What follows belongs to an exercise in optimizing a design on an open flow for small area and a short achievable clock period; a production flow would make more cautious choices. RTL that was checked went through simulation tests only; none was proved equivalent to the original. Function not checked in runs 1, 2 and 4: the RTL went through the layout flow alone.

<file path="flow/standard.sh">
#!/bin/bash
# synth_recipe.tcl (not shown) runs the flow's synth.tcl, then flattens the netlist and writes it again
# the make line also repeats each setting of config.mk as NAME=value (left out here)
make -C /OpenROAD-flow-scripts/flow DESIGN_CONFIG=/design/flow/config.mk WORK_HOME=/design/flow/orfs CLKGATE_MAP_FILE= SYNTH_SCRIPT=/design/flow/synth_recipe.tcl "${@:-finish}"
</file>
<file path="flow/flow/run.sh">
#!/bin/bash
set -euo pipefail
sed 's/yosys synth -nofsm -noshare/yosys synth -nofsm -noshare -noabc/' synth_recipe.tcl > my_synth.tcl
bash standard.sh "SYNTH_SCRIPT=$PWD/my_synth.tcl" "BUFFER_PORTS_ARGS=-buffer_cell sky130_fd_sc_hd__buf_1" finish > standard.log 2>&1
</file>
<file path="flow/config.mk">
export PLATFORM = sky130hd
export DESIGN_NAME = MAC_25
export DESIGN_NICKNAME = MAC_25
export VERILOG_FILES = /design/flow/design.v
export SDC_FILE = /design/flow/constraint.sdc
export NUM_CORES = 4
export LEC_CHECK = 0
export CAP_MARGIN = 20
export CORE_MARGIN = 2
export CORE_UTILIZATION = 40
export SETUP_SLACK_MARGIN = 2.5
export SLEW_MARGIN = 20
</file>
<file path="flow/design.v">
module MAC_25(
    input         sys_clk,
    input         sys_en,
    input         rst_n,
    input  [7:0]  data_in_a,
    input         sign_data_in_a,
    input  [7:0]  data_in_b,
    output [15:0] mul_output,
    output [24:0] mac_output
);
    wire [64:0] pp;
    wire [15:0] ra, rb, prod;
    wire [24:0] acc_next;
    reg  [24:0] acc;
    mac_pp u_pp(.data_in_a(data_in_a), .sign_data_in_a(sign_data_in_a), .data_in_b(data_in_b), .pp(pp));
    mac_tree u_tree(.pp(pp), .ra(ra), .rb(rb));
    mac_cpa u_cpa(.ra(ra), .rb(rb), .prod(prod));
    mac_acc u_acc(.sys_en(sys_en), .acc(acc), .prod(prod), .acc_next(acc_next));
    assign mul_output = prod;
    always @(posedge sys_clk or negedge rst_n) begin
        if (!rst_n)
            acc <= 25'd0;
        else
            acc <= acc_next;
    end
    assign mac_output = acc;
endmodule
module mac_pp(input [7:0] data_in_a, input sign_data_in_a, input [7:0] data_in_b, output [64:0] pp);
    wire [7:0] a = data_in_a;
    wire       t = sign_data_in_a;
    wire       bz = |data_in_b[6:0];
    wire [7:0] bp = {data_in_b[7] & bz, data_in_b[6:0]} ^ {8{t}};
    wire       sel1 = data_in_b[0];
    wire       sel2 = t & ~data_in_b[0];
    wire pp0_0 = (sel1 & a[0]);
    wire pp0_1 = (sel1 & a[1]) | (sel2 & a[0]);
    wire pp0_2 = (sel1 & a[2]) | (sel2 & a[1]);
    wire pp0_3 = (sel1 & a[3]) | (sel2 & a[2]);
    wire pp0_4 = (sel1 & a[4]) | (sel2 & a[3]);
    wire pp0_5 = (sel1 & a[5]) | (sel2 & a[4]);
    wire pp0_6 = (sel1 & a[6]) | (sel2 & a[5]);
    wire pp0_7 = (sel1 & a[7]) | (sel2 & a[6]);
    wire pp0_8 = (sel2 & a[7]);
    wire pp1_0 = a[0] & bp[1];
    wire pp1_1 = a[1] & bp[1];
    wire pp1_2 = a[2] & bp[1];
    wire pp1_3 = a[3] & bp[1];
    wire pp1_4 = a[4] & bp[1];
    wire pp1_5 = a[5] & bp[1];
    wire pp1_6 = a[6] & bp[1];
    wire pp1_7 = a[7] & bp[1];
    wire pp2_0 = a[0] & bp[2];
    wire pp2_1 = a[1] & bp[2];
    wire pp2_2 = a[2] & bp[2];
    wire pp2_3 = a[3] & bp[2];
    wire pp2_4 = a[4] & bp[2];
    wire pp2_5 = a[5] & bp[2];
    wire pp2_6 = a[6] & bp[2];
    wire pp2_7 = a[7] & bp[2];
    wire pp3_0 = a[0] & bp[3];
    wire pp3_1 = a[1] & bp[3];
    wire pp3_2 = a[2] & bp[3];
    wire pp3_3 = a[3] & bp[3];
    wire pp3_4 = a[4] & bp[3];
    wire pp3_5 = a[5] & bp[3];
    wire pp3_6 = a[6] & bp[3];
    wire pp3_7 = a[7] & bp[3];
    wire pp4_0 = a[0] & bp[4];
    wire pp4_1 = a[1] & bp[4];
    wire pp4_2 = a[2] & bp[4];
    wire pp4_3 = a[3] & bp[4];
    wire pp4_4 = a[4] & bp[4];
    wire pp4_5 = a[5] & bp[4];
    wire pp4_6 = a[6] & bp[4];
    wire pp4_7 = a[7] & bp[4];
    wire pp5_0 = a[0] & bp[5];
    wire pp5_1 = a[1] & bp[5];
    wire pp5_2 = a[2] & bp[5];
    wire pp5_3 = a[3] & bp[5];
    wire pp5_4 = a[4] & bp[5];
    wire pp5_5 = a[5] & bp[5];
    wire pp5_6 = a[6] & bp[5];
    wire pp5_7 = a[7] & bp[5];
    wire pp6_0 = a[0] & bp[6];
    wire pp6_1 = a[1] & bp[6];
    wire pp6_2 = a[2] & bp[6];
    wire pp6_3 = a[3] & bp[6];
    wire pp6_4 = a[4] & bp[6];
    wire pp6_5 = a[5] & bp[6];
    wire pp6_6 = a[6] & bp[6];
    wire pp6_7 = a[7] & bp[6];
    wire nbp7 = ~bp[7];
    wire pp7_0 = ~a[0] | nbp7;
    wire pp7_1 = ~a[1] | nbp7;
    wire pp7_2 = ~a[2] | nbp7;
    wire pp7_3 = ~a[3] | nbp7;
    wire pp7_4 = ~a[4] | nbp7;
    wire pp7_5 = ~a[5] | nbp7;
    wire pp7_6 = ~a[6] | nbp7;
    wire pp7_7 = ~a[7] | nbp7;
    assign pp = {pp7_7, pp7_6, pp6_7, pp7_5, pp6_6, pp5_7, pp7_4, pp6_5, pp5_6, pp4_7, pp7_3, pp6_4, pp5_5, pp4_6, pp3_7, pp7_2, pp6_3, pp5_4, pp4_5, pp3_6, pp2_7, pp7_1, pp6_2, pp5_3, pp4_4, pp3_5, pp2_6, pp1_7, pp0_8, pp7_0, pp6_1, pp5_2, pp4_3, pp3_4, pp2_5, pp1_6, pp0_7, pp6_0, pp5_1, pp4_2, pp3_3, pp2_4, pp1_5, pp0_6, pp5_0, pp4_1, pp3_2, pp2_3, pp1_4, pp0_5, pp4_0, pp3_1, pp2_2, pp1_3, pp0_4, pp3_0, pp2_1, pp1_2, pp0_3, pp2_0, pp1_1, pp0_2, pp1_0, pp0_1, pp0_0};
endmodule
module mac_tree(input [64:0] pp, output [15:0] ra, output [15:0] rb);
    wire pp0_0 = pp[0];
    wire pp0_1 = pp[1];
    wire pp1_0 = pp[2];
    wire pp0_2 = pp[3];
    wire pp1_1 = pp[4];
    wire pp2_0 = pp[5];
    wire pp0_3 = pp[6];
    wire pp1_2 = pp[7];
    wire pp2_1 = pp[8];
    wire pp3_0 = pp[9];
    wire pp0_4 = pp[10];
    wire pp1_3 = pp[11];
    wire pp2_2 = pp[12];
    wire pp3_1 = pp[13];
    wire pp4_0 = pp[14];
    wire pp0_5 = pp[15];
    wire pp1_4 = pp[16];
    wire pp2_3 = pp[17];
    wire pp3_2 = pp[18];
    wire pp4_1 = pp[19];
    wire pp5_0 = pp[20];
    wire pp0_6 = pp[21];
    wire pp1_5 = pp[22];
    wire pp2_4 = pp[23];
    wire pp3_3 = pp[24];
    wire pp4_2 = pp[25];
    wire pp5_1 = pp[26];
    wire pp6_0 = pp[27];
    wire pp0_7 = pp[28];
    wire pp1_6 = pp[29];
    wire pp2_5 = pp[30];
    wire pp3_4 = pp[31];
    wire pp4_3 = pp[32];
    wire pp5_2 = pp[33];
    wire pp6_1 = pp[34];
    wire pp7_0 = pp[35];
    wire pp0_8 = pp[36];
    wire pp1_7 = pp[37];
    wire pp2_6 = pp[38];
    wire pp3_5 = pp[39];
    wire pp4_4 = pp[40];
    wire pp5_3 = pp[41];
    wire pp6_2 = pp[42];
    wire pp7_1 = pp[43];
    wire pp2_7 = pp[44];
    wire pp3_6 = pp[45];
    wire pp4_5 = pp[46];
    wire pp5_4 = pp[47];
    wire pp6_3 = pp[48];
    wire pp7_2 = pp[49];
    wire pp3_7 = pp[50];
    wire pp4_6 = pp[51];
    wire pp5_5 = pp[52];
    wire pp6_4 = pp[53];
    wire pp7_3 = pp[54];
    wire pp4_7 = pp[55];
    wire pp5_6 = pp[56];
    wire pp6_5 = pp[57];
    wire pp7_4 = pp[58];
    wire pp5_7 = pp[59];
    wire pp6_6 = pp[60];
    wire pp7_5 = pp[61];
    wire pp6_7 = pp[62];
    wire pp7_6 = pp[63];
    wire pp7_7 = pp[64];
    wire s1 = pp0_2 ^ pp1_1 ^ pp2_0;
    wire c2 = (pp0_2 & pp1_1) | (pp0_2 & pp2_0) | (pp1_1 & pp2_0);
    wire s3 = pp0_3 ^ pp1_2 ^ pp2_1;
    wire c4 = (pp0_3 & pp1_2) | (pp0_3 & pp2_1) | (pp1_2 & pp2_1);
    wire s5 = pp3_0 ^ c2 ^ s3;
    wire c6 = (pp3_0 & c2) | (pp3_0 & s3) | (c2 & s3);
    wire s7 = pp0_4 ^ pp1_3 ^ pp2_2;
    wire c8 = (pp0_4 & pp1_3) | (pp0_4 & pp2_2) | (pp1_3 & pp2_2);
    wire s9 = pp3_1 ^ pp4_0 ^ c4;
    wire c10 = (pp3_1 & pp4_0) | (pp3_1 & c4) | (pp4_0 & c4);
    wire s11 = s7 ^ c6 ^ s9;
    wire c12 = (s7 & c6) | (s7 & s9) | (c6 & s9);
    wire s13 = pp0_5 ^ pp1_4 ^ pp2_3;
    wire c14 = (pp0_5 & pp1_4) | (pp0_5 & pp2_3) | (pp1_4 & pp2_3);
    wire s15 = pp3_2 ^ pp4_1 ^ pp5_0;
    wire c16 = (pp3_2 & pp4_1) | (pp3_2 & pp5_0) | (pp4_1 & pp5_0);
    wire s17 = c8 ^ s13 ^ s15;
    wire c18 = (c8 & s13) | (c8 & s15) | (s13 & s15);
    wire s19 = c10 ^ s17 ^ c12;
    wire c20 = (c10 & s17) | (c10 & c12) | (s17 & c12);
    wire s21 = pp0_6 ^ pp1_5 ^ pp2_4;
    wire c22 = (pp0_6 & pp1_5) | (pp0_6 & pp2_4) | (pp1_5 & pp2_4);
    wire s23 = pp3_3 ^ pp4_2 ^ pp5_1;
    wire c24 = (pp3_3 & pp4_2) | (pp3_3 & pp5_1) | (pp4_2 & pp5_1);
    wire s25 = pp6_0 ^ c14 ^ c16;
    wire c26 = (pp6_0 & c14) | (pp6_0 & c16) | (c14 & c16);
    wire s27 = s21 ^ s23 ^ c18;
    wire c28 = (s21 & s23) | (s21 & c18) | (s23 & c18);
    wire s29 = s25 ^ s27;
    wire c30 = s25 & s27;
    wire s31 = 1'b1 ^ pp0_7 ^ pp1_6;
    wire c32 = (1'b1 & pp0_7) | (1'b1 & pp1_6) | (pp0_7 & pp1_6);
    wire s33 = pp2_5 ^ pp3_4 ^ pp4_3;
    wire c34 = (pp2_5 & pp3_4) | (pp2_5 & pp4_3) | (pp3_4 & pp4_3);
    wire s35 = pp5_2 ^ pp6_1 ^ c22;
    wire c36 = (pp5_2 & pp6_1) | (pp5_2 & c22) | (pp6_1 & c22);
    wire s37 = c24 ^ s31 ^ s33;
    wire c38 = (c24 & s31) | (c24 & s33) | (s31 & s33);
    wire s39 = c26 ^ pp7_0 ^ s35;
    wire c40 = (c26 & pp7_0) | (c26 & s35) | (pp7_0 & s35);
    wire s41 = s37 ^ c28 ^ s39;
    wire c42 = (s37 & c28) | (s37 & s39) | (c28 & s39);
    wire s43 = pp0_8 ^ pp1_7 ^ pp2_6;
    wire c44 = (pp0_8 & pp1_7) | (pp0_8 & pp2_6) | (pp1_7 & pp2_6);
    wire s45 = pp3_5 ^ pp4_4 ^ pp5_3;
    wire c46 = (pp3_5 & pp4_4) | (pp3_5 & pp5_3) | (pp4_4 & pp5_3);
    wire s47 = pp6_2 ^ c32 ^ c34;
    wire c48 = (pp6_2 & c32) | (pp6_2 & c34) | (c32 & c34);
    wire s49 = s43 ^ s45 ^ c36;
    wire c50 = (s43 & s45) | (s43 & c36) | (s45 & c36);
    wire s51 = c38 ^ pp7_1 ^ s47;
    wire c52 = (c38 & pp7_1) | (c38 & s47) | (pp7_1 & s47);
    wire s53 = c40 ^ s49 ^ s51;
    wire c54 = (c40 & s49) | (c40 & s51) | (s49 & s51);
    wire s55 = pp2_7 ^ pp3_6 ^ pp4_5;
    wire c56 = (pp2_7 & pp3_6) | (pp2_7 & pp4_5) | (pp3_6 & pp4_5);
    wire s57 = pp5_4 ^ pp6_3 ^ c44;
    wire c58 = (pp5_4 & pp6_3) | (pp5_4 & c44) | (pp6_3 & c44);
    wire s59 = c46 ^ s55 ^ c48;
    wire c60 = (c46 & s55) | (c46 & c48) | (s55 & c48);
    wire s61 = pp7_2 ^ s57 ^ c50;
    wire c62 = (pp7_2 & s57) | (pp7_2 & c50) | (s57 & c50);
    wire s63 = c52 ^ s59 ^ s61;
    wire c64 = (c52 & s59) | (c52 & s61) | (s59 & s61);
    wire s65 = pp3_7 ^ pp4_6 ^ pp5_5;
    wire c66 = (pp3_7 & pp4_6) | (pp3_7 & pp5_5) | (pp4_6 & pp5_5);
    wire s67 = pp6_4 ^ c56 ^ s65;
    wire c68 = (pp6_4 & c56) | (pp6_4 & s65) | (c56 & s65);
    wire s69 = c58 ^ pp7_3 ^ s67;
    wire c70 = (c58 & pp7_3) | (c58 & s67) | (pp7_3 & s67);
    wire s71 = c60 ^ s69 ^ c62;
    wire c72 = (c60 & s69) | (c60 & c62) | (s69 & c62);
    wire s73 = pp4_7 ^ pp5_6 ^ pp6_5;
    wire c74 = (pp4_7 & pp5_6) | (pp4_7 & pp6_5) | (pp5_6 & pp6_5);
    wire s75 = c66 ^ s73 ^ c68;
    wire c76 = (c66 & s73) | (c66 & c68) | (s73 & c68);
    wire s77 = pp7_4 ^ c70 ^ s75;
    wire c78 = (pp7_4 & c70) | (pp7_4 & s75) | (c70 & s75);
    wire s79 = pp5_7 ^ pp6_6 ^ c74;
    wire c80 = (pp5_7 & pp6_6) | (pp5_7 & c74) | (pp6_6 & c74);
    wire s81 = pp7_5 ^ s79 ^ c76;
    wire c82 = (pp7_5 & s79) | (pp7_5 & c76) | (s79 & c76);
    wire s83 = pp6_7 ^ c80 ^ pp7_6;
    wire c84 = (pp6_7 & c80) | (pp6_7 & pp7_6) | (c80 & pp7_6);
    assign ra = {1'b1, pp7_7, s83, c78, s77, c64, c54, c42, c30, c20, s19, s11, s5, s1, pp0_1, pp0_0};
    assign rb = {1'b0, c84, c82, s81, c72, s71, s63, s53, s41, s29, 1'b0, 1'b0, 1'b0, 1'b0, pp1_0, 1'b0};
endmodule
module mac_cpa(input [15:0] ra, input [15:0] rb, output [15:0] prod);
    wire [15:0] g85 = ra & rb;
    wire [15:0] p86 = ra ^ rb;
    wire G87 = g85[1] | (p86[1] & g85[0]);
    wire P88 = p86[1] & p86[0];
    wire G89 = g85[3] | (p86[3] & g85[2]);
    wire P90 = p86[3] & p86[2];
    wire G91 = g85[5] | (p86[5] & g85[4]);
    wire P92 = p86[5] & p86[4];
    wire G93 = g85[7] | (p86[7] & g85[6]);
    wire P94 = p86[7] & p86[6];
    wire G95 = g85[9] | (p86[9] & g85[8]);
    wire P96 = p86[9] & p86[8];
    wire G97 = g85[11] | (p86[11] & g85[10]);
    wire P98 = p86[11] & p86[10];
    wire G99 = g85[13] | (p86[13] & g85[12]);
    wire P100 = p86[13] & p86[12];
    wire G101 = g85[15] | (p86[15] & g85[14]);
    wire P102 = p86[15] & p86[14];
    wire G103 = g85[2] | (p86[2] & G87);
    wire P104 = p86[2] & P88;
    wire G105 = G89 | (P90 & G87);
    wire P106 = P90 & P88;
    wire G107 = g85[6] | (p86[6] & G91);
    wire P108 = p86[6] & P92;
    wire G109 = G93 | (P94 & G91);
    wire P110 = P94 & P92;
    wire G111 = g85[10] | (p86[10] & G95);
    wire P112 = p86[10] & P96;
    wire G113 = G97 | (P98 & G95);
    wire P114 = P98 & P96;
    wire G115 = g85[14] | (p86[14] & G99);
    wire P116 = p86[14] & P100;
    wire G117 = G101 | (P102 & G99);
    wire P118 = P102 & P100;
    wire G119 = g85[4] | (p86[4] & G105);
    wire P120 = p86[4] & P106;
    wire G121 = G91 | (P92 & G105);
    wire P122 = P92 & P106;
    wire G123 = G107 | (P108 & G105);
    wire P124 = P108 & P106;
    wire G125 = G109 | (P110 & G105);
    wire P126 = P110 & P106;
    wire G127 = g85[12] | (p86[12] & G113);
    wire P128 = p86[12] & P114;
    wire G129 = G99 | (P100 & G113);
    wire P130 = P100 & P114;
    wire G131 = G115 | (P116 & G113);
    wire P132 = P116 & P114;
    wire G133 = G117 | (P118 & G113);
    wire P134 = P118 & P114;
    wire G135 = g85[8] | (p86[8] & G125);
    wire P136 = p86[8] & P126;
    wire G137 = G95 | (P96 & G125);
    wire P138 = P96 & P126;
    wire G139 = G111 | (P112 & G125);
    wire P140 = P112 & P126;
    wire G141 = G113 | (P114 & G125);
    wire P142 = P114 & P126;
    wire G143 = G127 | (P128 & G125);
    wire P144 = P128 & P126;
    wire G145 = G129 | (P130 & G125);
    wire P146 = P130 & P126;
    wire G147 = G131 | (P132 & G125);
    wire P148 = P132 & P126;
    wire G149 = G133 | (P134 & G125);
    wire P150 = P134 & P126;
    assign prod = p86 ^ {G147, G145, G143, G141, G139, G137, G135, G125, G123, G121, G119, G105, G103, G87, g85[0], 1'b0};
endmodule
module mac_acc(input sys_en, input [24:0] acc, input [15:0] prod, output [24:0] acc_next);
    wire [15:0] pg = prod & {16{sys_en}};
    wire cy16;
    wire [15:0] lo_sum;
    wire [15:0] g151 = acc[15:0] & pg;
    wire [15:0] p152 = acc[15:0] ^ pg;
    wire G153 = g151[1] | (p152[1] & g151[0]);
    wire P154 = p152[1] & p152[0];
    wire G155 = g151[3] | (p152[3] & g151[2]);
    wire P156 = p152[3] & p152[2];
    wire G157 = g151[5] | (p152[5] & g151[4]);
    wire P158 = p152[5] & p152[4];
    wire G159 = g151[7] | (p152[7] & g151[6]);
    wire P160 = p152[7] & p152[6];
    wire G161 = g151[9] | (p152[9] & g151[8]);
    wire P162 = p152[9] & p152[8];
    wire G163 = g151[11] | (p152[11] & g151[10]);
    wire P164 = p152[11] & p152[10];
    wire G165 = g151[13] | (p152[13] & g151[12]);
    wire P166 = p152[13] & p152[12];
    wire G167 = g151[15] | (p152[15] & g151[14]);
    wire P168 = p152[15] & p152[14];
    wire G169 = G155 | (P156 & G153);
    wire P170 = P156 & P154;
    wire G171 = G159 | (P160 & G157);
    wire P172 = P160 & P158;
    wire G173 = G163 | (P164 & G161);
    wire P174 = P164 & P162;
    wire G175 = G167 | (P168 & G165);
    wire P176 = P168 & P166;
    wire G177 = G171 | (P172 & G169);
    wire P178 = P172 & P170;
    wire G179 = G175 | (P176 & G173);
    wire P180 = P176 & P174;
    wire G181 = G179 | (P180 & G177);
    wire P182 = P180 & P178;
    wire G183 = G173 | (P174 & G177);
    wire P184 = P174 & P178;
    wire G185 = G157 | (P158 & G169);
    wire P186 = P158 & P170;
    wire G187 = G161 | (P162 & G177);
    wire P188 = P162 & P178;
    wire G189 = G165 | (P166 & G183);
    wire P190 = P166 & P184;
    wire G191 = g151[2] | (p152[2] & G153);
    wire P192 = p152[2] & P154;
    wire G193 = g151[4] | (p152[4] & G169);
    wire P194 = p152[4] & P170;
    wire G195 = g151[6] | (p152[6] & G185);
    wire P196 = p152[6] & P186;
    wire G197 = g151[8] | (p152[8] & G177);
    wire P198 = p152[8] & P178;
    wire G199 = g151[10] | (p152[10] & G187);
    wire P200 = p152[10] & P188;
    wire G201 = g151[12] | (p152[12] & G183);
    wire P202 = p152[12] & P184;
    wire G203 = g151[14] | (p152[14] & G189);
    wire P204 = p152[14] & P190;
    assign lo_sum = p152 ^ {G203, G189, G201, G183, G199, G187, G197, G177, G195, G185, G193, G169, G191, G153, g151[0], 1'b0};
    assign cy16 = G181;
    assign acc_next[15:0] = lo_sum;
    wire inc = cy16 & ~pg[15];
    wire dec = pg[15] & ~cy16;
    wire [8:0] hi = acc[24:16];
    wire [8:0] ones, zeros;
    assign ones[0] = 1'b1;
    assign zeros[0] = 1'b1;
    assign ones[1] = ones[0] & hi[0];
    assign zeros[1] = zeros[0] & ~hi[0];
    assign ones[2] = ones[1] & hi[1];
    assign zeros[2] = zeros[1] & ~hi[1];
    assign ones[3] = ones[2] & hi[2];
    assign zeros[3] = zeros[2] & ~hi[2];
    assign ones[4] = ones[3] & hi[3];
    assign zeros[4] = zeros[3] & ~hi[3];
    assign ones[5] = ones[4] & hi[4];
    assign zeros[5] = zeros[4] & ~hi[4];
    assign ones[6] = ones[5] & hi[5];
    assign zeros[6] = zeros[5] & ~hi[5];
    assign ones[7] = ones[6] & hi[6];
    assign zeros[7] = zeros[6] & ~hi[6];
    assign ones[8] = ones[7] & hi[7];
    assign zeros[8] = zeros[7] & ~hi[7];
    assign acc_next[24:16] = hi ^ (({9{inc}} & ones) | ({9{dec}} & zeros));
endmodule
</file>
<file path="flow/constraint.sdc">
create_clock -name core_clock -period 12.0 [get_ports {sys_clk}]
set_input_delay 2.4000 -clock core_clock [delete_from_list [all_inputs] [get_ports {sys_clk}]]
set_output_delay 2.4000 -clock core_clock [all_outputs]
set_load 0.01 [all_outputs]
</file>
==> flow_summary.json, run 1 <==
{
  "ios": 61,
  "hold_path.class": "register to register",
  "crit_required_ns": 9.60,
  "avgSynthCellArea_um2": 10.8,
  "die_h_um": 95.3,
  "relSlewSlack": 0.606,
  "drt_pass1_iterations": 4,
  "antenna_found_initial": 0,
  "dr.max_layer_used": "met4",
  "ys_warn_count": 1,
  "rsz0062_at_grt": "false",
  "crit_arrival_ns": 6.95,
  "cts_buffer_depth": 2,
  "grt_max_degree": 26,
  "drv_slew": 0,
  "grt_pass1_wl_um": 10900,
  "hold_violations": 0,
  "crit_path_end_kind": "primary output",
  "syn_area_um2": 3330,
  "min_period_ns": 9.35,
  "clockRootBuffer": "clkbuf_8",
  "finClkSkew_ns": 0.00589,
  "hpwlAfterDp_um": 5700,
  "grt_pass1_vias": 2369,
  "synth_edf_count": 0,
  "dp_cells": 466,
  "status": "complete, no violations",
  "coreArea_um2": 8130,
  "synth_cells": 307,
  "numCtsBuffers": 3,
  "grt.overflow.total": 0,
  "regMostFlops": "acc",
  "path_cells": "buf_4, xor2_4, and2_1, fa_1, fa_1, fa_1, fa_1, fa_1, ha_2, a21o_1, a221o_1, a41oi_4, mux2_4, nand2_1, clkbuf_2",
  "grtUsageTotal": 0.151,
  "max_slew.worst_pin.slew_ns": 0.588,
  "clk_pin_slew_ns": 0.09,
  "cts_tree": "built",
  "gp_congestion": 0.792,
  "start_util": 0.409,
  "wl_per_cell_um": 14.2,
  "top_regs": "acc x25",
  "synth_nets": 407,
  "die_area_um2": 9070,
  "drtAntennaViolNets": 0,
  "htreeDepth": 1,
  "drt-total-wl_um": 6690,
  "rr_worst_depth": 13,
  "worst_slack_ns": 2.65,
  "port_buffers": 60,
  "cts.sinks": 25,
  "antenna_cells": 0,
  "synth_flop_cell": "dfrtp_1",
  "wl_met2_um": 3380,
  "num_rows": 33,
  "fin_crit_sh": 0.779,
  "dieWidth_um": 95.3,
  "ys_seq_area_frac": 0.188,
  "final_cells": 471,
  "fillCellCount": 802,
  "worst_path_max_delay_cell": "fa_1",
  "largest_register_ff_count": 25,
  "crit_top_cell": "fa_1",
  "fin_nets": 467,
  "critPathLaunchType": "input port",
  "wl_met3_um": 272,
  "cts_hold_buf": 0,
  "setup_tns_ns": 0,
  "dpl_worst_slack_ns": 2.25,
  "synth-async-reset-ratio": 1.00,
  "via_per_inst": 5.22,
  "drt_iter0_drc": 103,
  "clock.fmax_mhz": 107,
  "met1_length_um": 3000,
  "syn_to_final_growth_pct": 13.7,
  "finalSetupViolations": 0,
  "cap_violations": 0,
  "post-route-util": 0.466,
  "drc": 0,
  "vias": 2458,
  "layout-drive-gt1-share": 0.0683,
  "timing.hold.ws_ns": 0.478,
  "path_class": "input port to primary output",
  "yosys.cell_types.count": 42,
  "cp_slowest_stage_delay_ns": 0.55,
  "ys_seq_elements": 25,
  "hold_depth": 1,
  "worst_skew_pair.late_latency_ns": 0.27,
  "cp_max_fo": 8
}
## through the flow
stage	cell area, um^2
floorplan	3330
global placement	3660
detailed placement	3660
CTS	3710
global route	3790
finish	3790
## worst paths after layout
check / startpoint / end / slack (ns)
worst max-delay path: sign_data_in_a / mul_output[13] / 2.65
worst min-delay path: acc[24] / acc[24] / 0.48
worst max register to register: acc[0] / acc[24] / 8.66
worst min register to register: acc[24] / acc[24] / 0.48
max in group asynchronous: rst_n / acc[22] / 9.64
min in group asynchronous: rst_n / acc[18] / 2.11
## kinds of logic after synthesis
logic type	share of synthesized area
and+or+nand+nor	0.199
adders and majority gates	0.411
AOI/OAI and AO/OA	0.0902
xor gates and xnor gates	0.0841
DFF	0.188
buffers and inverters	0.0180
muxes	0.00939
## cell usage in the layout (no fill, tap or decap), drive strengths merged, types with 3 or more instances in the layout
cell type / instances
and2: 62
buf: 61
fa: 49
ha: 31
dfrtp: 25
xor2: 23
nand2: 20
nor2: 9
a21oi: 9
xnor2: 9
inv: 6
a22o: 6
and3: 5
nand3: 4
nand2b: 4
clkbuf: 4
a21o: 3
a211o: 3
nor2b: 3
## cell usage after synthesis, types with 3 or more instances
library cell  number  area [um^2]
and2_1            62          388
fa_1              49          981
ha_1              31          388
dfrtp_1           25          626
xor2_1            23          201
nand2_1           20         75.1
nor2_1             9         33.8
xnor2_1            9         78.8
a21oi_1            8         40.0
a22o_1             6         52.6
inv_1              6         22.5
and3_1             5         31.3
clkbuf_1           4         15.0
nand2b_1           4         25.0
nand3_1            4         20.0
a211o_1            3         26.3
a21o_1             3         22.5
buf_4              3         22.5
nor2b_1            3         18.8
## layer usage
metal  track usage  vias to the layer above
li1              -                     1159
met1         0.211                     1257
met2         0.254                       38
met3        0.0269                        4
met4        0.0157                        0
met5             0                        -
## what timing repair did
| action | CTS | global route |
|---|---|---|
| gates resized for setup | 3 | 13 |
| endpoints found under the setup margin | 4 | 6 |
| buffers inserted | 0 | 1 |
| pin swaps | 0 | 1 |
## final cells by class
cell class,count,area [um^2],share of cell area
flip-flops and latches,25,626,0.165
clock inverters,1,5.00,0.00132
well taps,105,131,0.0347
clock buffers,3,41.3,0.0109
repair buffers,62,246,0.0651
inverters,6,22.5,0.00594
multi-input cells,269,2720,0.717
## critical path, delay by kind of cell
kind	cells	cell delay, ns
xor gates and xnor gates	1	0.23
adders and majority gates	6	2.58
muxes	1	0.34
AOI/OAI and AO/OA	3	0.84
and+or+nand+nor	2	0.26
buffers and inverters	2	0.32
==> run 2, diff against run 1 <==
--- a/flow/design.v
+++ b/flow/design.v
@@ -89,15 +89,14 @@
     wire pp6_5 = a[5] & bp[6];
     wire pp6_6 = a[6] & bp[6];
     wire pp6_7 = a[7] & bp[6];
-    wire nbp7 = ~bp[7];
-    wire pp7_0 = ~a[0] | nbp7;
-    wire pp7_1 = ~a[1] | nbp7;
-    wire pp7_2 = ~a[2] | nbp7;
-    wire pp7_3 = ~a[3] | nbp7;
-    wire pp7_4 = ~a[4] | nbp7;
-    wire pp7_5 = ~a[5] | nbp7;
-    wire pp7_6 = ~a[6] | nbp7;
-    wire pp7_7 = ~a[7] | nbp7;
+    wire pp7_0 = ~(a[0] & bp[7]);
+    wire pp7_1 = ~(a[1] & bp[7]);
+    wire pp7_2 = ~(a[2] & bp[7]);
+    wire pp7_3 = ~(a[3] & bp[7]);
+    wire pp7_4 = ~(a[4] & bp[7]);
+    wire pp7_5 = ~(a[5] & bp[7]);
+    wire pp7_6 = ~(a[6] & bp[7]);
+    wire pp7_7 = ~(a[7] & bp[7]);
     assign pp = {pp7_7, pp7_6, pp6_7, pp7_5, pp6_6, pp5_7, pp7_4, pp6_5, pp5_6, pp4_7, pp7_3, pp6_4, pp5_5, pp4_6, pp3_7, pp7_2, pp6_3, pp5_4, pp4_5, pp3_6, pp2_7, pp7_1, pp6_2, pp5_3, pp4_4, pp3_5, pp2_6, pp1_7, pp0_8, pp7_0, pp6_1, pp5_2, pp4_3, pp3_4, pp2_5, pp1_6, pp0_7, pp6_0, pp5_1, pp4_2, pp3_3, pp2_4, pp1_5, pp0_6, pp5_0, pp4_1, pp3_2, pp2_3, pp1_4, pp0_5, pp4_0, pp3_1, pp2_2, pp1_3, pp0_4, pp3_0, pp2_1, pp1_2, pp0_3, pp2_0, pp1_1, pp0_2, pp1_0, pp0_1, pp0_0};
 endmodule
 module mac_tree(input [64:0] pp, output [15:0] ra, output [15:0] rb);
==> flow/flow/run.sh (replaced) <==
#!/bin/bash
set -euo pipefail
sed 's/yosys synth -nofsm -noshare/yosys synth -nofsm -noshare -noabc/' synth_recipe.tcl > my_synth.tcl
DU="sky130_fd_sc_hd__probe_p_8 sky130_fd_sc_hd__probec_p_8 sky130_fd_sc_hd__lpflow_bleeder_1 sky130_fd_sc_hd__lpflow_clkbufkapwr_1 sky130_fd_sc_hd__lpflow_clkbufkapwr_16 sky130_fd_sc_hd__lpflow_clkbufkapwr_2 sky130_fd_sc_hd__lpflow_clkbufkapwr_4 sky130_fd_sc_hd__lpflow_clkbufkapwr_8 sky130_fd_sc_hd__lpflow_clkinvkapwr_1 sky130_fd_sc_hd__lpflow_clkinvkapwr_16 sky130_fd_sc_hd__lpflow_clkinvkapwr_2 sky130_fd_sc_hd__lpflow_clkinvkapwr_4 sky130_fd_sc_hd__lpflow_clkinvkapwr_8 sky130_fd_sc_hd__lpflow_decapkapwr_12 sky130_fd_sc_hd__lpflow_decapkapwr_3 sky130_fd_sc_hd__lpflow_decapkapwr_4 sky130_fd_sc_hd__lpflow_decapkapwr_6 sky130_fd_sc_hd__lpflow_decapkapwr_8 sky130_fd_sc_hd__lpflow_inputiso0n_1 sky130_fd_sc_hd__lpflow_inputiso0p_1 sky130_fd_sc_hd__lpflow_inputiso1n_1 sky130_fd_sc_hd__lpflow_inputiso1p_1 sky130_fd_sc_hd__lpflow_inputisolatch_1 sky130_fd_sc_hd__lpflow_isobufsrc_1 sky130_fd_sc_hd__lpflow_isobufsrc_16 sky130_fd_sc_hd__lpflow_isobufsrc_2 sky130_fd_sc_hd__lpflow_isobufsrc_4 sky130_fd_sc_hd__lpflow_isobufsrc_8 sky130_fd_sc_hd__lpflow_isobufsrckapwr_16 sky130_fd_sc_hd__lpflow_lsbuf_lh_hl_isowell_tap_1 sky130_fd_sc_hd__lpflow_lsbuf_lh_hl_isowell_tap_2 sky130_fd_sc_hd__lpflow_lsbuf_lh_hl_isowell_tap_4 sky130_fd_sc_hd__lpflow_lsbuf_lh_isowell_4 sky130_fd_sc_hd__lpflow_lsbuf_lh_isowell_tap_1 sky130_fd_sc_hd__lpflow_lsbuf_lh_isowell_tap_2 sky130_fd_sc_hd__lpflow_lsbuf_lh_isowell_tap_4 sky130_fd_sc_hd__ha_1 sky130_fd_sc_hd__ha_2 sky130_fd_sc_hd__ha_4"
bash standard.sh "SYNTH_SCRIPT=$PWD/my_synth.tcl" "DONT_USE_CELLS=$DU" "BUFFER_PORTS_ARGS=-buffer_cell sky130_fd_sc_hd__buf_1" finish > standard.log 2>&1
--- a/flow/config.mk
+++ b/flow/config.mk
@@ -8,5 +8,5 @@
 export CAP_MARGIN = 20
 export CORE_MARGIN = 2
 export CORE_UTILIZATION = 40
-export SETUP_SLACK_MARGIN = 2.5
+export SETUP_SLACK_MARGIN = 3
 export SLEW_MARGIN = 20
==> run 2 against run 1 <==
Die area rose by 16%. Synthesized area up 16%. Highest routed layer unchanged.
==> flow_summary.json, run 2 <==
{
  "status": "complete, no violations",
  "coreArea_um2": 9330,
  "ys_seq_area_frac": 0.162,
  "max_slew.worst_pin.slew_ns": 1.00,
  "grt_pass1_vias": 3041,
  "drv_slew": 0,
  "yosysMostFrequentCell": "and2_1",
  "grt_pass1_wl_um": 14900,
  "synth_largest_area_cell": "fa_1",
  "synthMuxAreaShare": 0.0291,
  "synth_cells": 398,
  "final_cells": 605,
  "crit_top_cell": "fa_2",
  "via_per_inst": 5.10,
  "drc": 0,
  "largest_register_ff_count": 25,
  "synthSimpleGateAreaFrac": 0.213,
  "syn_to_final_growth_pct": 22.6,
  "min_from": "acc[24]",
  "synth_common_cells": "and2_1, fa_1, xnor2_1, inv_1, dfrtp_1",
  "drt-total-wl_um": 8450,
  "dieWidth_um": 102,
  "fillCellCount": 914,
  "die_area_um2": 10500,
  "antenna_cells": 0,
  "ios": 61,
  "yosys.cell_types.count": 68,
  "crit_required_ns": 9.60,
  "r2r-start": "acc[0]",
  "relSlewSlack": 0.332,
  "path_cells": "buf_16, xor2_4, and2_4, fa_2, fa_2, inv_1, fa_1, inv_2, fa_2, and4bb_2, a311oi_2, o31ai_2, a211oi_2, o22a_2, maj3_2, a21o_1, buf_2",
  "synth-async-reset-ratio": 1.00,
  "antenna_found_initial": 0,
  "grt.overflow.total": 0,
  "cts_buffer_depth": 2,
  "hold_depth": 1,
  "htreeDepth": 1,
  "synth_compound_area_frac": 0.165,
  "critPathLaunchType": "input port",
  "dpl_worst_slack_ns": 1.92,
  "crit_arrival_ns": 6.51,
  "synth_nets": 467,
  "synth_edf_count": 0,
  "worst-path-buf-inv": 4,
  "grt_max_degree": 26,
  "path_class": "input port to primary output",
  "yosys-top-cells-area": "fa_1, dfrtp_1, and2_1, xnor2_1, xor2_1",
  "syn_area_um2": 3870,
  "finalSetupViolations": 0,
  "cts_tree": "built",
  "top_regs": "acc x25",
  "hpwlAfterDp_um": 6390,
  "synth_top_area_frac": 0.253,
  "holdPathEnd": "acc[24]",
  "cap_violations": 0,
  "setup_tns_ns": 0,
  "drtAntennaViolNets": 0,
  "ys_seq_elements": 25,
  "finClkSkew_ns": 0.00544,
  "rr_worst_depth": 12,
  "drt_pass1_iterations": 4,
  "synth_flop_cell": "dfrtp_1",
  "synth_top_family_by_area": "adder cells",
  "rsz0062_at_grt": "true",
  "gp_congestion": 0.836,
  "final_cell_area_um2": 4750,
  "port_buffers": 60,
  "dp_cells": 574,
  "layout_commonest_cell": "and2_1",
  "min_period_ns": 8.91,
  "hold_violations": 0,
  "synth_xor_area_frac": 0.115,
  "clk_pin_slew_ns": 0.10,
  "fin_crit_sh": 0.743,
  "cp_max_fo": 6,
  "avgSynthCellArea_um2": 9.73,
  "vias": 3085,
  "die_h_um": 102,
  "placed_cell_area_um2": 4210,
  "cts.sinks": 25,
  "r2r_slack_ns": 7.88,
  "worst_path_max_delay_cell": "fa_2",
  "grtUsageTotal": 0.176,
  "drt_iter0_drc": 60,
  "numCtsBuffers": 3,
  "ys_warn_count": 1,
  "hold_path.class": "register to register",
  "layout-drive-gt1-share": 0.237,
  "fin_nets": 546,
  "crit_path_end_kind": "primary output",
  "clock.fmax_mhz": 112,
  "worst_skew_pair.late_latency_ns": 0.27,
  "crit_family": "adder cells",
  "num_rows": 35,
  "mostFrequentLayoutCells": "and2_1, buf_1, fa_1, buf_4, xnor2_1",
  "wl_per_cell_um": 14.0,
  "start_util": 0.415,
  "regMostFlops": "acc",
  "reg2reg_to": "acc[24]",
  "cp_slowest_stage_delay_ns": 0.55,
  "clockRootBuffer": "clkbuf_8",
  "worst_slack_ns": 3.09,
  "synth-adder-area-share": 0.266
}
## run 2: cell types whose count changed in the layout (fill, tap and decap cells not counted), moves of 8 or more
cell / delta
ha_1: -30
buf_4: +26
xnor2_1: +19
inv_1: +15
fa_1: -14
fa_2: +14
and2_1: -11
buf_1: -9
o21ai_0: +8
## run 2: area by class of cell
class	instances	area, um^2	share of cell area
Clock inverter	1	7.51	0.00158
Inverter	27	101	0.0213
Sequential cell	25	626	0.132
Multi-Input combinational cell	331	3270	0.690
Timing Repair Buffer	89	537	0.113
Clock buffer	3	41.3	0.00870
Tap cell	129	161	0.0340
## run 2: worst max-delay path by stage
| stage | from | to | slack (ns) | depth (start not counted) |
|---|---|---|---|---|
| 2_1_floorplan | sign_data_in_a | mul_output[14] | 3.00 | 15 |
| 3_3_place_gp | sign_data_in_a | mul_output[14] | 2.13 | 15 |
| 3_5_place_dp | sign_data_in_a | mul_output[14] | 1.92 | 15 |
| 4_1_cts | data_in_b[1] | mul_output[14] | 2.99 | 17 |
| 5_1_grt | sign_data_in_a | mul_output[14] | 2.92 | 18 |
| 6_report | sign_data_in_a | mul_output[15] | 3.09 | 17 |
## run 2: per-layer routing
layer / share of wire / track usage
met1: 0.50 / 0.266
met3: 0.022 / 0.00547
met4: 0.0065 / 0.0277
met5: 0 / 0
met2: 0.47 / 0.289
## run 2: timing repair
item,CTS,global route
endpoints found under the hold margin,0,0
hold buffers,0,0
setup endpoints to repair,19,9
gates cloned,1,0
buffers inserted,19,7
pin swaps,19,24
resized for setup,48,29
## run 2: cells by family (layout without fill, tap and decap cells)
family | after synthesis | count (layout)
and+or+nand+nor | 137 | 137
AOI/OAI and AO/OA | 78 | 78
adders and majority gates | 54 | 54
xor gates and xnor gates | 51 | 51
buffers and inverters | 42 | 120
DFF | 25 | 25
muxes | 11 | 11
## run 2: per-stage QoR
step           utilization  hold slack [ns]
2_1_floorplan            -            0.504
3_3_place_gp         0.452            0.456
3_5_place_dp         0.452            0.473
4_1_cts              0.496            0.490
5_1_grt              0.509            0.504
6_report             0.509            0.478
## run 2: worst register-to-register path, delay by kind of cell, from the launching register on
family	cells	cell delay, ns
flip-flops	1	0.42
adder cells (fa/ha/maj)	1	0.50
multiplexers	1	0.32
XOR/XNOR	1	0.17
AND/OR/NAND/NOR	1	0.19
AO/OA/AOI/OAI	8	2.44
==> run 3, diff against run 2 <==
--- a/flow/design.v
+++ b/flow/design.v
@@ -343,44 +343,56 @@
     wire P166 = p152[13] & p152[12];
     wire G167 = g151[15] | (p152[15] & g151[14]);
     wire P168 = p152[15] & p152[14];
-    wire G169 = G155 | (P156 & G153);
-    wire P170 = P156 & P154;
-    wire G171 = G159 | (P160 & G157);
-    wire P172 = P160 & P158;
-    wire G173 = G163 | (P164 & G161);
-    wire P174 = P164 & P162;
-    wire G175 = G167 | (P168 & G165);
-    wire P176 = P168 & P166;
-    wire G177 = G171 | (P172 & G169);
-    wire P178 = P172 & P170;
-    wire G179 = G175 | (P176 & G173);
-    wire P180 = P176 & P174;
-    wire G181 = G179 | (P180 & G177);
-    wire P182 = P180 & P178;
-    wire G183 = G173 | (P174 & G177);
-    wire P184 = P174 & P178;
-    wire G185 = G157 | (P158 & G169);
-    wire P186 = P158 & P170;
-    wire G187 = G161 | (P162 & G177);
-    wire P188 = P162 & P178;
-    wire G189 = G165 | (P166 & G183);
-    wire P190 = P166 & P184;
-    wire G191 = g151[2] | (p152[2] & G153);
-    wire P192 = p152[2] & P154;
-    wire G193 = g151[4] | (p152[4] & G169);
-    wire P194 = p152[4] & P170;
-    wire G195 = g151[6] | (p152[6] & G185);
-    wire P196 = p152[6] & P186;
-    wire G197 = g151[8] | (p152[8] & G177);
-    wire P198 = p152[8] & P178;
-    wire G199 = g151[10] | (p152[10] & G187);
-    wire P200 = p152[10] & P188;
-    wire G201 = g151[12] | (p152[12] & G183);
-    wire P202 = p152[12] & P184;
-    wire G203 = g151[14] | (p152[14] & G189);
-    wire P204 = p152[14] & P190;
-    assign lo_sum = p152 ^ {G203, G189, G201, G183, G199, G187, G197, G177, G195, G185, G193, G169, G191, G153, g151[0], 1'b0};
-    assign cy16 = G181;
+    wire G169 = g151[2] | (p152[2] & G153);
+    wire P170 = p152[2] & P154;
+    wire G171 = G155 | (P156 & G153);
+    wire P172 = P156 & P154;
+    wire G173 = g151[6] | (p152[6] & G157);
+    wire P174 = p152[6] & P158;
+    wire G175 = G159 | (P160 & G157);
+    wire P176 = P160 & P158;
+    wire G177 = g151[10] | (p152[10] & G161);
+    wire P178 = p152[10] & P162;
+    wire G179 = G163 | (P164 & G161);
+    wire P180 = P164 & P162;
+    wire G181 = g151[14] | (p152[14] & G165);
+    wire P182 = p152[14] & P166;
+    wire G183 = G167 | (P168 & G165);
+    wire P184 = P168 & P166;
+    wire G185 = g151[4] | (p152[4] & G171);
+    wire P186 = p152[4] & P172;
+    wire G187 = G157 | (P158 & G171);
+    wire P188 = P158 & P172;
+    wire G189 = G173 | (P174 & G171);
+    wire P190 = P174 & P172;
+    wire G191 = G175 | (P176 & G171);
+    wire P192 = P176 & P172;
+    wire G193 = g151[12] | (p152[12] & G179);
+    wire P194 = p152[12] & P180;
+    wire G195 = G165 | (P166 & G179);
+    wire P196 = P166 & P180;
+    wire G197 = G181 | (P182 & G179);
+    wire P198 = P182 & P180;
+    wire G199 = G183 | (P184 & G179);
+    wire P200 = P184 & P180;
+    wire G201 = g151[8] | (p152[8] & G191);
+    wire P202 = p152[8] & P192;
+    wire G203 = G161 | (P162 & G191);
+    wire P204 = P162 & P192;
+    wire G205 = G177 | (P178 & G191);
+    wire P206 = P178 & P192;
+    wire G207 = G179 | (P180 & G191);
+    wire P208 = P180 & P192;
+    wire G209 = G193 | (P194 & G191);
+    wire P210 = P194 & P192;
+    wire G211 = G195 | (P196 & G191);
+    wire P212 = P196 & P192;
+    wire G213 = G197 | (P198 & G191);
+    wire P214 = P198 & P192;
+    wire G215 = G199 | (P200 & G191);
+    wire P216 = P200 & P192;
+    assign lo_sum = p152 ^ {G213, G211, G209, G207, G205, G203, G201, G191, G189, G187, G185, G171, G169, G153, g151[0], 1'b0};
+    assign cy16 = G215;
     assign acc_next[15:0] = lo_sum;
     wire inc = cy16 & ~pg[15];
     wire dec = pg[15] & ~cy16;
==> run 3 against run 2 <==
Global-route usage increased by 0.34 points. Largest cell class unchanged. Sequential cell count unchanged. Highest routed layer unchanged. Still clean on timing, DRC and antenna. Critical path type unchanged. Synthesized cell count increased by 15%. Critical endpoint unchanged.
==> flow_summary.json, run 3 <==
{
  "avgSynthCellArea_um2": 8.76,
  "worst-path-buf-inv": 7,
  "worst_skew_pair.late_latency_ns": 0.28,
  "crit_family": "adder cells",
  "yosysMostFrequentCell": "and2_1",
  "fillCellCount": 928,
  "ys_seq_elements": 25,
  "fin_nets": 589,
  "ys_seq_area_frac": 0.157,
  "start_util": 0.410,
  "worst_path_max_delay_cell": "fa_2",
  "hpwlAfterDp_um": 7130,
  "r2r_slack_ns": 7.83,
  "dpl_worst_slack_ns": 1.96,
  "gp_congestion": 0.831,
  "syn_area_um2": 3990,
  "fin_crit_sh": 0.756,
  "synth_edf_count": 0,
  "numCtsBuffers": 3,
  "ios": 61,
  "crit_path_end_kind": "primary output",
  "rsz0062_at_grt": "true",
  "mostFrequentLayoutCells": "and2_1, buf_1, xnor2_1, fa_1, nand2_1",
  "ys_warn_count": 1,
  "wl_per_cell_um": 14.8,
  "cts_hold_buf": 0,
  "grt_pass1_vias": 3396,
  "antenna_cells": 0,
  "final_cells": 656,
  "reg2reg_to": "acc[22]",
  "worst_slack_ns": 2.92,
  "synth_top_area_frac": 0.226,
  "final_cell_area_um2": 4980,
  "path_class": "input port to primary output",
  "grt.overflow.total": 0,
  "cts_tree": "built",
  "clockRootBuffer": "clkbuf_8",
  "hold_path.class": "register to register",
  "dp_cells": 627,
  "crit_required_ns": 9.60,
  "drtAntennaViolNets": 0,
  "grt_max_degree": 29,
  "finClkSkew_ns": 0.00748,
  "critical_path_depth": 20,
  "cp-startpoint": "sign_data_in_a",
  "antenna_found_initial": 0,
  "drc": 0,
  "via_per_inst": 5.25,
  "synth_flop_cell": "dfrtp_1",
  "layout_commonest_cell": "and2_1",
  "hold_violations": 0,
  "port_buffers": 60,
  "drt_iter0_drc": 189,
  "multiInputGateArea_um2": 3490,
  "yosys-top-cells-area": "fa_1, dfrtp_1, and2_1, xnor2_1, xor2_1",
  "drt-total-wl_um": 9720,
  "synth_nets": 521,
  "synth-async-reset-ratio": 1.00,
  "setup_tns_ns": 0,
  "syn_to_final_growth_pct": 24.7,
  "clock.fmax_mhz": 110,
  "synth_common_cells": "and2_1, fa_1, xnor2_1, inv_1, nand2_1",
  "max_slew.worst_pin.slew_ns": 0.903,
  "critPathLaunchType": "input port",
  "coreArea_um2": 9730,
  "regMostFlops": "acc",
  "placed_cell_area_um2": 4350,
  "die_h_um": 104,
  "crit_arrival_ns": 6.68,
  "finalSetupViolations": 0,
  "regArea_um2": 626,
  "min_period_ns": 9.08,
  "drv_slew": 0,
  "drt_pass1_iterations": 4,
  "die_area_um2": 10800,
  "cp_slowest_stage_delay_ns": 0.55,
  "layout-drive-gt1-share": 0.207,
  "grt_pass1_wl_um": 16400,
  "largest_register_ff_count": 25,
  "grtUsageTotal": 0.180,
  "num_rows": 36,
  "crit_top_cell": "fa_2",
  "r2r-start": "acc[0]",
  "synth_cells": 456,
  "status": "complete, no violations",
  "dieWidth_um": 104,
  "htreeDepth": 1,
  "yosys.cell_types.count": 55,
  "setup.worst_path.end": "mul_output[15]",
  "clk_pin_slew_ns": 0.09,
  "cp_max_fo": 6,
  "path_cells": "buf_16, nor2b_4, a22o_1, fa_2, fa_2, inv_2, fa_1, inv_2, fa_2, buf_6, nor3b_4, o21ai_2, a211oi_2, o21ai_2, buf_4, a211oi_4, buf_6, o31ai_2, and2_1, buf_2",
  "rr_worst_depth": 15,
  "relSlewSlack": 0.394,
  "vias": 3446,
  "cts_buffer_depth": 2,
  "top_regs": "acc x25",
  "cap_violations": 0,
  "synth_largest_area_cell": "fa_1",
  "cts.sinks": 25
}
-- run 3: cell types whose count changed after synthesis, moves of 5 or more --
cell / delta
nor2_1: +14
nor3_1: +9
nand2_1: +8
a211oi_1: +6
and2_1: +6
clkbuf_1: +6
o21ai_0: +6
nand3_1: +5
-- run 3: worst reg2reg max path: stages (launching register included) --
cell      delay (ns)
dfrtp_1         0.41
and3_1          0.19
fa_1            0.52
nand2_1         0.18
nand3_1         0.09
mux2i_1         0.23
a211oi_1        0.09
a211oi_1        0.19
o31ai_1         0.22
a31o_1          0.25
maj3_2          0.32
maj3_2          0.36
a31o_2          0.26
maj3_4          0.39
mux2i_2         0.22
xor2_1          0.18
-- run 3: final cells by class --
cell class | instances | area share
clock buffer | 3 | 0.00829
clock inverter | 1 | 0.00151
inverter | 30 | 0.0226
multi-input combinational | 378 | 0.701
sequential | 25 | 0.126
tap | 133 | 0.0334
timing repair buffer | 86 | 0.108
-- run 3: metal layers --
metal	routed length (um)	GRT usage	vias up
met2	4730	0.306	75
met5	0	0	-
met4	79	0.0347	0
li1	-	-	1678
met1	4630	0.254	1687
met3	268	0.0125	6
-- run 3: cell families (layout without fill, tap and decap cells) --
family | after synthesis | count (layout) | synth area share
simple gates | 171 | 171 | 0.234
compound gates | 82 | 82 | 0.146
xor+xnor | 57 | 57 | 0.125
fa+ha+maj | 55 | 56 | 0.252
buf+inv | 54 | 120 | 0.0567
flops | 25 | 25 | 0.157
mux | 12 | 12 | 0.0304
-- run 3: worst min-delay path by stage --
stage | from | end | cells past startpoint
6_report | acc[24] | acc[24] | 1
5_1_grt | acc[24] | acc[24] | 1
4_1_cts | acc[24] | acc[24] | 1
3_5_place_dp | acc[24] | acc[24] | 1
3_3_place_gp | acc[24] | acc[24] | 1
2_1_floorplan | acc[16] | acc[16] | 1
-- run 3: metrics by stage --
| step | utilization | hold WS (ns) |
|---|---|---|
| after floorplan | - | 0.501 |
| after global routing | 0.512 | 0.490 |
| final | 0.512 | 0.478 |
| after CTS | 0.494 | 0.487 |
| after detailed placement | 0.447 | 0.475 |
| after global placement | 0.447 | 0.457 |
-- run 3: what timing repair did --
| item | in CTS | in global routing |
|---|---|---|
| buffers inserted | 18 | 5 |
| gates resized for setup | 57 | 38 |
| pin swaps | 22 | 26 |
| setup endpoints to repair | 22 | 17 |
| cloned | 1 | 1 |
==> run 4, diff against run 3 <==
--- a/flow/design.v
+++ b/flow/design.v
@@ -203,8 +203,8 @@
     wire c36 = (pp5_2 & pp6_1) | (pp5_2 & c22) | (pp6_1 & c22);
     wire s37 = c24 ^ s31 ^ s33;
     wire c38 = (c24 & s31) | (c24 & s33) | (s31 & s33);
-    wire s39 = c26 ^ pp7_0 ^ s35;
-    wire c40 = (c26 & pp7_0) | (c26 & s35) | (pp7_0 & s35);
+    wire s39 = pp7_0 ^ c26 ^ s35;
+    wire c40 = (pp7_0 & c26) | (pp7_0 & s35) | (c26 & s35);
     wire s41 = s37 ^ c28 ^ s39;
     wire c42 = (s37 & c28) | (s37 & s39) | (c28 & s39);
     wire s43 = pp0_8 ^ pp1_7 ^ pp2_6;
@@ -213,44 +213,44 @@
     wire c46 = (pp3_5 & pp4_4) | (pp3_5 & pp5_3) | (pp4_4 & pp5_3);
     wire s47 = pp6_2 ^ c32 ^ c34;
     wire c48 = (pp6_2 & c32) | (pp6_2 & c34) | (c32 & c34);
-    wire s49 = s43 ^ s45 ^ c36;
-    wire c50 = (s43 & s45) | (s43 & c36) | (s45 & c36);
-    wire s51 = c38 ^ pp7_1 ^ s47;
-    wire c52 = (c38 & pp7_1) | (c38 & s47) | (pp7_1 & s47);
-    wire s53 = c40 ^ s49 ^ s51;
-    wire c54 = (c40 & s49) | (c40 & s51) | (s49 & s51);
+    wire s49 = s43 ^ s45 ^ pp7_1;
+    wire c50 = (s43 & s45) | (s43 & pp7_1) | (s45 & pp7_1);
+    wire s51 = c36 ^ c38 ^ s47;
+    wire c52 = (c36 & c38) | (c36 & s47) | (c38 & s47);
+    wire s53 = s49 ^ c40 ^ s51;
+    wire c54 = (s49 & c40) | (s49 & s51) | (c40 & s51);
     wire s55 = pp2_7 ^ pp3_6 ^ pp4_5;
     wire c56 = (pp2_7 & pp3_6) | (pp2_7 & pp4_5) | (pp3_6 & pp4_5);
     wire s57 = pp5_4 ^ pp6_3 ^ c44;
     wire c58 = (pp5_4 & pp6_3) | (pp5_4 & c44) | (pp6_3 & c44);
-    wire s59 = c46 ^ s55 ^ c48;
-    wire c60 = (c46 & s55) | (c46 & c48) | (s55 & c48);
-    wire s61 = pp7_2 ^ s57 ^ c50;
-    wire c62 = (pp7_2 & s57) | (pp7_2 & c50) | (s57 & c50);
-    wire s63 = c52 ^ s59 ^ s61;
-    wire c64 = (c52 & s59) | (c52 & s61) | (s59 & s61);
+    wire s59 = c46 ^ s55 ^ pp7_2;
+    wire c60 = (c46 & s55) | (c46 & pp7_2) | (s55 & pp7_2);
+    wire s61 = c48 ^ s57 ^ c50;
+    wire c62 = (c48 & s57) | (c48 & c50) | (s57 & c50);
+    wire s63 = s59 ^ c52 ^ s61;
+    wire c64 = (s59 & c52) | (s59 & s61) | (c52 & s61);
     wire s65 = pp3_7 ^ pp4_6 ^ pp5_5;
     wire c66 = (pp3_7 & pp4_6) | (pp3_7 & pp5_5) | (pp4_6 & pp5_5);
     wire s67 = pp6_4 ^ c56 ^ s65;
     wire c68 = (pp6_4 & c56) | (pp6_4 & s65) | (c56 & s65);
-    wire s69 = c58 ^ pp7_3 ^ s67;
-    wire c70 = (c58 & pp7_3) | (c58 & s67) | (pp7_3 & s67);
+    wire s69 = pp7_3 ^ c58 ^ s67;
+    wire c70 = (pp7_3 & c58) | (pp7_3 & s67) | (c58 & s67);
     wire s71 = c60 ^ s69 ^ c62;
     wire c72 = (c60 & s69) | (c60 & c62) | (s69 & c62);
     wire s73 = pp4_7 ^ pp5_6 ^ pp6_5;
     wire c74 = (pp4_7 & pp5_6) | (pp4_7 & pp6_5) | (pp5_6 & pp6_5);
-    wire s75 = c66 ^ s73 ^ c68;
-    wire c76 = (c66 & s73) | (c66 & c68) | (s73 & c68);
-    wire s77 = pp7_4 ^ c70 ^ s75;
-    wire c78 = (pp7_4 & c70) | (pp7_4 & s75) | (c70 & s75);
+    wire s75 = c66 ^ s73 ^ pp7_4;
+    wire c76 = (c66 & s73) | (c66 & pp7_4) | (s73 & pp7_4);
+    wire s77 = c68 ^ s75 ^ c70;
+    wire c78 = (c68 & s75) | (c68 & c70) | (s75 & c70);
     wire s79 = pp5_7 ^ pp6_6 ^ c74;
     wire c80 = (pp5_7 & pp6_6) | (pp5_7 & c74) | (pp6_6 & c74);
     wire s81 = pp7_5 ^ s79 ^ c76;
     wire c82 = (pp7_5 & s79) | (pp7_5 & c76) | (s79 & c76);
-    wire s83 = pp6_7 ^ c80 ^ pp7_6;
-    wire c84 = (pp6_7 & c80) | (pp6_7 & pp7_6) | (c80 & pp7_6);
-    assign ra = {1'b1, pp7_7, s83, c78, s77, c64, c54, c42, c30, c20, s19, s11, s5, s1, pp0_1, pp0_0};
-    assign rb = {1'b0, c84, c82, s81, c72, s71, s63, s53, s41, s29, 1'b0, 1'b0, 1'b0, 1'b0, pp1_0, 1'b0};
+    wire s83 = pp6_7 ^ pp7_6 ^ c80;
+    wire c84 = (pp6_7 & pp7_6) | (pp6_7 & c80) | (pp7_6 & c80);
+    assign ra = {1'b1, pp7_7, s83, s81, s77, c64, c54, c42, c30, s29, s19, s11, s5, s1, pp0_1, pp0_0};
+    assign rb = {1'b0, c84, c82, c78, c72, s71, s63, s53, s41, c20, 1'b0, 1'b0, 1'b0, 1'b0, pp1_0, 1'b0};
 endmodule
 module mac_cpa(input [15:0] ra, input [15:0] rb, output [15:0] prod);
     wire [15:0] g85 = ra & rb;
==> flow/flow/run.sh (replaced) <==
#!/bin/bash
set -euo pipefail
sed 's/yosys synth -nofsm -noshare/yosys synth -nofsm -noshare -noabc/' synth_recipe.tcl > my_synth.tcl
bash standard.sh "SYNTH_SCRIPT=$PWD/my_synth.tcl" "BUFFER_PORTS_ARGS=-buffer_cell sky130_fd_sc_hd__buf_1" finish > standard.log 2>&1
--- a/flow/config.mk
+++ b/flow/config.mk
@@ -8,5 +8,5 @@
 export CAP_MARGIN = 20
 export CORE_MARGIN = 2
 export CORE_UTILIZATION = 40
-export SETUP_SLACK_MARGIN = 3
+export SETUP_SLACK_MARGIN = 2.0
 export SLEW_MARGIN = 20
==> run 4 against run 3 <==
Register-to-register slack better by 0.66 ns. Utilization fell by 6.2 points. Sequential cell count is the same. Hold slack improved by 0.024 ns. Via count is 25% lower. Critical path type unchanged. Highest routed layer unchanged.
==> flow_summary.json, run 4 <==
{
  "status": "complete, no violations",
  "fin_nets": 496,
  "drtAntennaViolNets": 0,
  "ys_seq_area_frac": 0.179,
  "path_cells": "buf_1, or4_4, o41ai_4, xnor2_1, nand2_1, fa_1, fa_1, fa_1, ha_1, a21oi_1, o21ai_0, o21bai_1, o311ai_2, nor2b_1, buf_1",
  "synth_top_area_frac": 0.258,
  "min_period_ns": 9.37,
  "yosysMostFrequentCell": "and2_1",
  "hold_path.class": "register to register",
  "numCtsBuffers": 3,
  "hold_depth": 1,
  "drv_slew": 0,
  "drt-total-wl_um": 6980,
  "cts_setup_buffers": 0,
  "fin_crit_sh": 0.781,
  "ios": 61,
  "crit_path_end_kind": "primary output",
  "rsz0062_at_grt": "false",
  "largest_register_ff_count": 25,
  "cts.sinks": 25,
  "regMostFlops": "acc",
  "vias": 2576,
  "drt_iter0_drc": 92,
  "worst_slack_ns": 2.63,
  "hpwlAfterDp_um": 5980,
  "via_per_inst": 5.08,
  "finClkSkew_ns": 0.00580,
  "top_regs": "acc x25",
  "layout-drive-gt1-share": 0.0326,
  "die_h_um": 97.4,
  "path_class": "input port to primary output",
  "grt_pass1_wl_um": 12000,
  "num_rows": 34,
  "grt_pass1_vias": 2621,
  "dpl_worst_slack_ns": 2.17,
  "yosys.cell_types.count": 47,
  "clock.fmax_mhz": 107,
  "synth_flop_cell": "dfrtp_1",
  "ys_seq_elements": 25,
  "port_buffers": 60,
  "ys_warn_count": 1,
  "die_area_um2": 9480,
  "synth_largest_area_cell": "fa_1",
  "grt_max_degree": 26,
  "rr_worst_depth": 13,
  "cap_violations": 0,
  "cts_tree": "built",
  "gp_congestion": 0.820,
  "grtUsageTotal": 0.152,
  "hold_violations": 0,
  "avgSynthCellArea_um2": 10.2,
  "grt.overflow.total": 0,
  "setup_tns_ns": 0,
  "cp_max_fo": 8,
  "max_slew.worst_pin.slew_ns": 0.616,
  "synth_cells": 341,
  "antenna_found_initial": 0,
  "htreeDepth": 1,
  "yosys-top-cells-area": "fa_1, dfrtp_1, and2_1, ha_1, xor2_1",
  "critPathLaunchType": "input port",
  "crit_required_ns": 9.60,
  "synth-async-reset-ratio": 1.00,
  "synth_edf_count": 0,
  "start_util": 0.406,
  "mostFrequentLayoutCells": "and2_1, buf_1, fa_1, ha_1, dfrtp_1",
  "coreArea_um2": 8590,
  "dieWidth_um": 97.4,
  "finalSetupViolations": 0,
  "drt_pass1_iterations": 6,
  "worst_path_max_delay_cell": "or4_4",
  "syn_to_final_growth_pct": 10.8,
  "clockRootBuffer": "clkbuf_8",
  "layout_commonest_cell": "and2_1",
  "worst_skew_pair.late_latency_ns": 0.27,
  "synth_common_cells": "and2_1, fa_1, ha_1, dfrtp_1, inv_1",
  "relSlewSlack": 0.586,
  "cts_buffer_depth": 2,
  "synth_nets": 437,
  "clk_pin_slew_ns": 0.09,
  "antenna_cells": 0,
  "drc": 0,
  "syn_area_um2": 3490,
  "crit_top_cell": "fa_1",
  "wl_per_cell_um": 13.8,
  "crit_arrival_ns": 6.97,
  "cp_slowest_stage_delay_ns": 0.55
}
[run 4: cell count changes in the layout (fill, tap and decap cells not counted), moves of 8 or more]
| cell | previous run | this run |
|---|---|---|
| fa_1 | 32 | 45 |
| buf_1 | 44 | 58 |
| nor2_1 | 26 | 9 |
| ha_1 | 0 | 31 |
| fa_2 | 13 | 0 |
| buf_4 | 20 | 1 |
| and2_1 | 56 | 64 |
| nand2_1 | 27 | 11 |
| xnor2_1 | 32 | 14 |
| mux2i_1 | 10 | 2 |
[run 4: metrics by stage]
step	util	cells	hold slack (ns)	area, um^2
after global routing	0.450	507	0.539	3860
after global placement	0.444	503	0.461	3810
after detailed placement	0.444	503	0.487	3810
after floorplan	-	341	0.508	3490
after CTS	0.449	507	0.503	3860
final	0.450	507	0.501	3860
[run 4: kinds of logic (layout without fill, tap and decap cells)]
kind of cell,count (synthesis),in the layout,share of synthesized area
simple gates,118,118,0.201
compound gates,56,56,0.122
fa+ha+maj,76,76,0.370
buf+inv,30,88,0.0359
flops,25,25,0.179
xor+xnor,34,34,0.0854
mux,2,2,0.00574
[run 4: metal layers]
layer / routed length (um) / GRT usage
met4: 40 / 0.0150
met1: 3260 / 0.207
met5: 0 / 0
met2: 3460 / 0.266
met3: 214 / 0.0237
[run 4: cell type report]
type	instances	area [um^2]
Clock buffer	3	41.3
Fill cell	882	4730
Timing Repair Buffer	61	235
Multi-Input combinational cell	286	2740
Inverter	23	86.3
Clock inverter	1	5.00
Tap cell	108	135
Sequential cell	25	626
[run 4: timing repair]
item | 4_1_cts | 5_1_grt
hold buffers | 0 | 0
setup endpoints to repair | 0 | 2
gates resized for setup | 0 | 2
[run 4: worst paths after layout]
check | startpoint | endpoint | slack, ns
setup / recovery | data_in_b[3] | mul_output[15] | 2.63
hold / removal | acc[24] | acc[24] | 0.50
setup reg to reg | acc[0] | acc[24] | 8.49
hold reg to reg | acc[24] | acc[24] | 0.50
max in group asynchronous | rst_n | acc[19] | 9.65
min in group asynchronous | rst_n | acc[16] | 2.10
[run 4: critical path: cells and delay by family]
family	cells	cell delay, ns
xor gates and xnor gates	1	0.34
AOI/OAI and AO/OA	5	1.27
and+or+nand+nor	3	0.90
buffers and inverters	2	0.25
adders and majority gates	4	1.81

[separate check: timing with driven ports]
The flow's constraints put no driver on any port. The routed layouts listed below were extracted and timed again, unchanged, in two steps. Step 1: set_driving_cell puts a clkbuf_16 on sys_clk and a buf_2 on each other input, an assumption about the parent block. Step 2 also shifts input and output timing later by t, the mid clock arrival at the registers, as if the neighbouring blocks saw the same clock. a / b / c = ideal ports / drivers / drivers and shift; a / b = the first two.
run	shift t [ns]	setup slack, ns	latest minus earliest clock arrival (ns)	worst data-port slew with drivers (ns)	cell pins on the clock port's net
run 1	0.291	2.647 / 2.624 / 2.615	0.006 / 0.006	0.03	1
run 2	0.299	3.087 / 2.986 / 2.986	0.006 / 0.006	0.16	1
run 3	0.298	2.925 / 2.834 / 2.834	0.007 / 0.007	0.11	1
run 4	0.293	2.629 / 2.606 / 2.453	0.006 / 0.006	0.03	1
After both steps setup and hold are still met in every run listed. The setup slack of run 4, which loses most, moves by -0.023 ns with the drivers and by -0.176 ns with both steps.
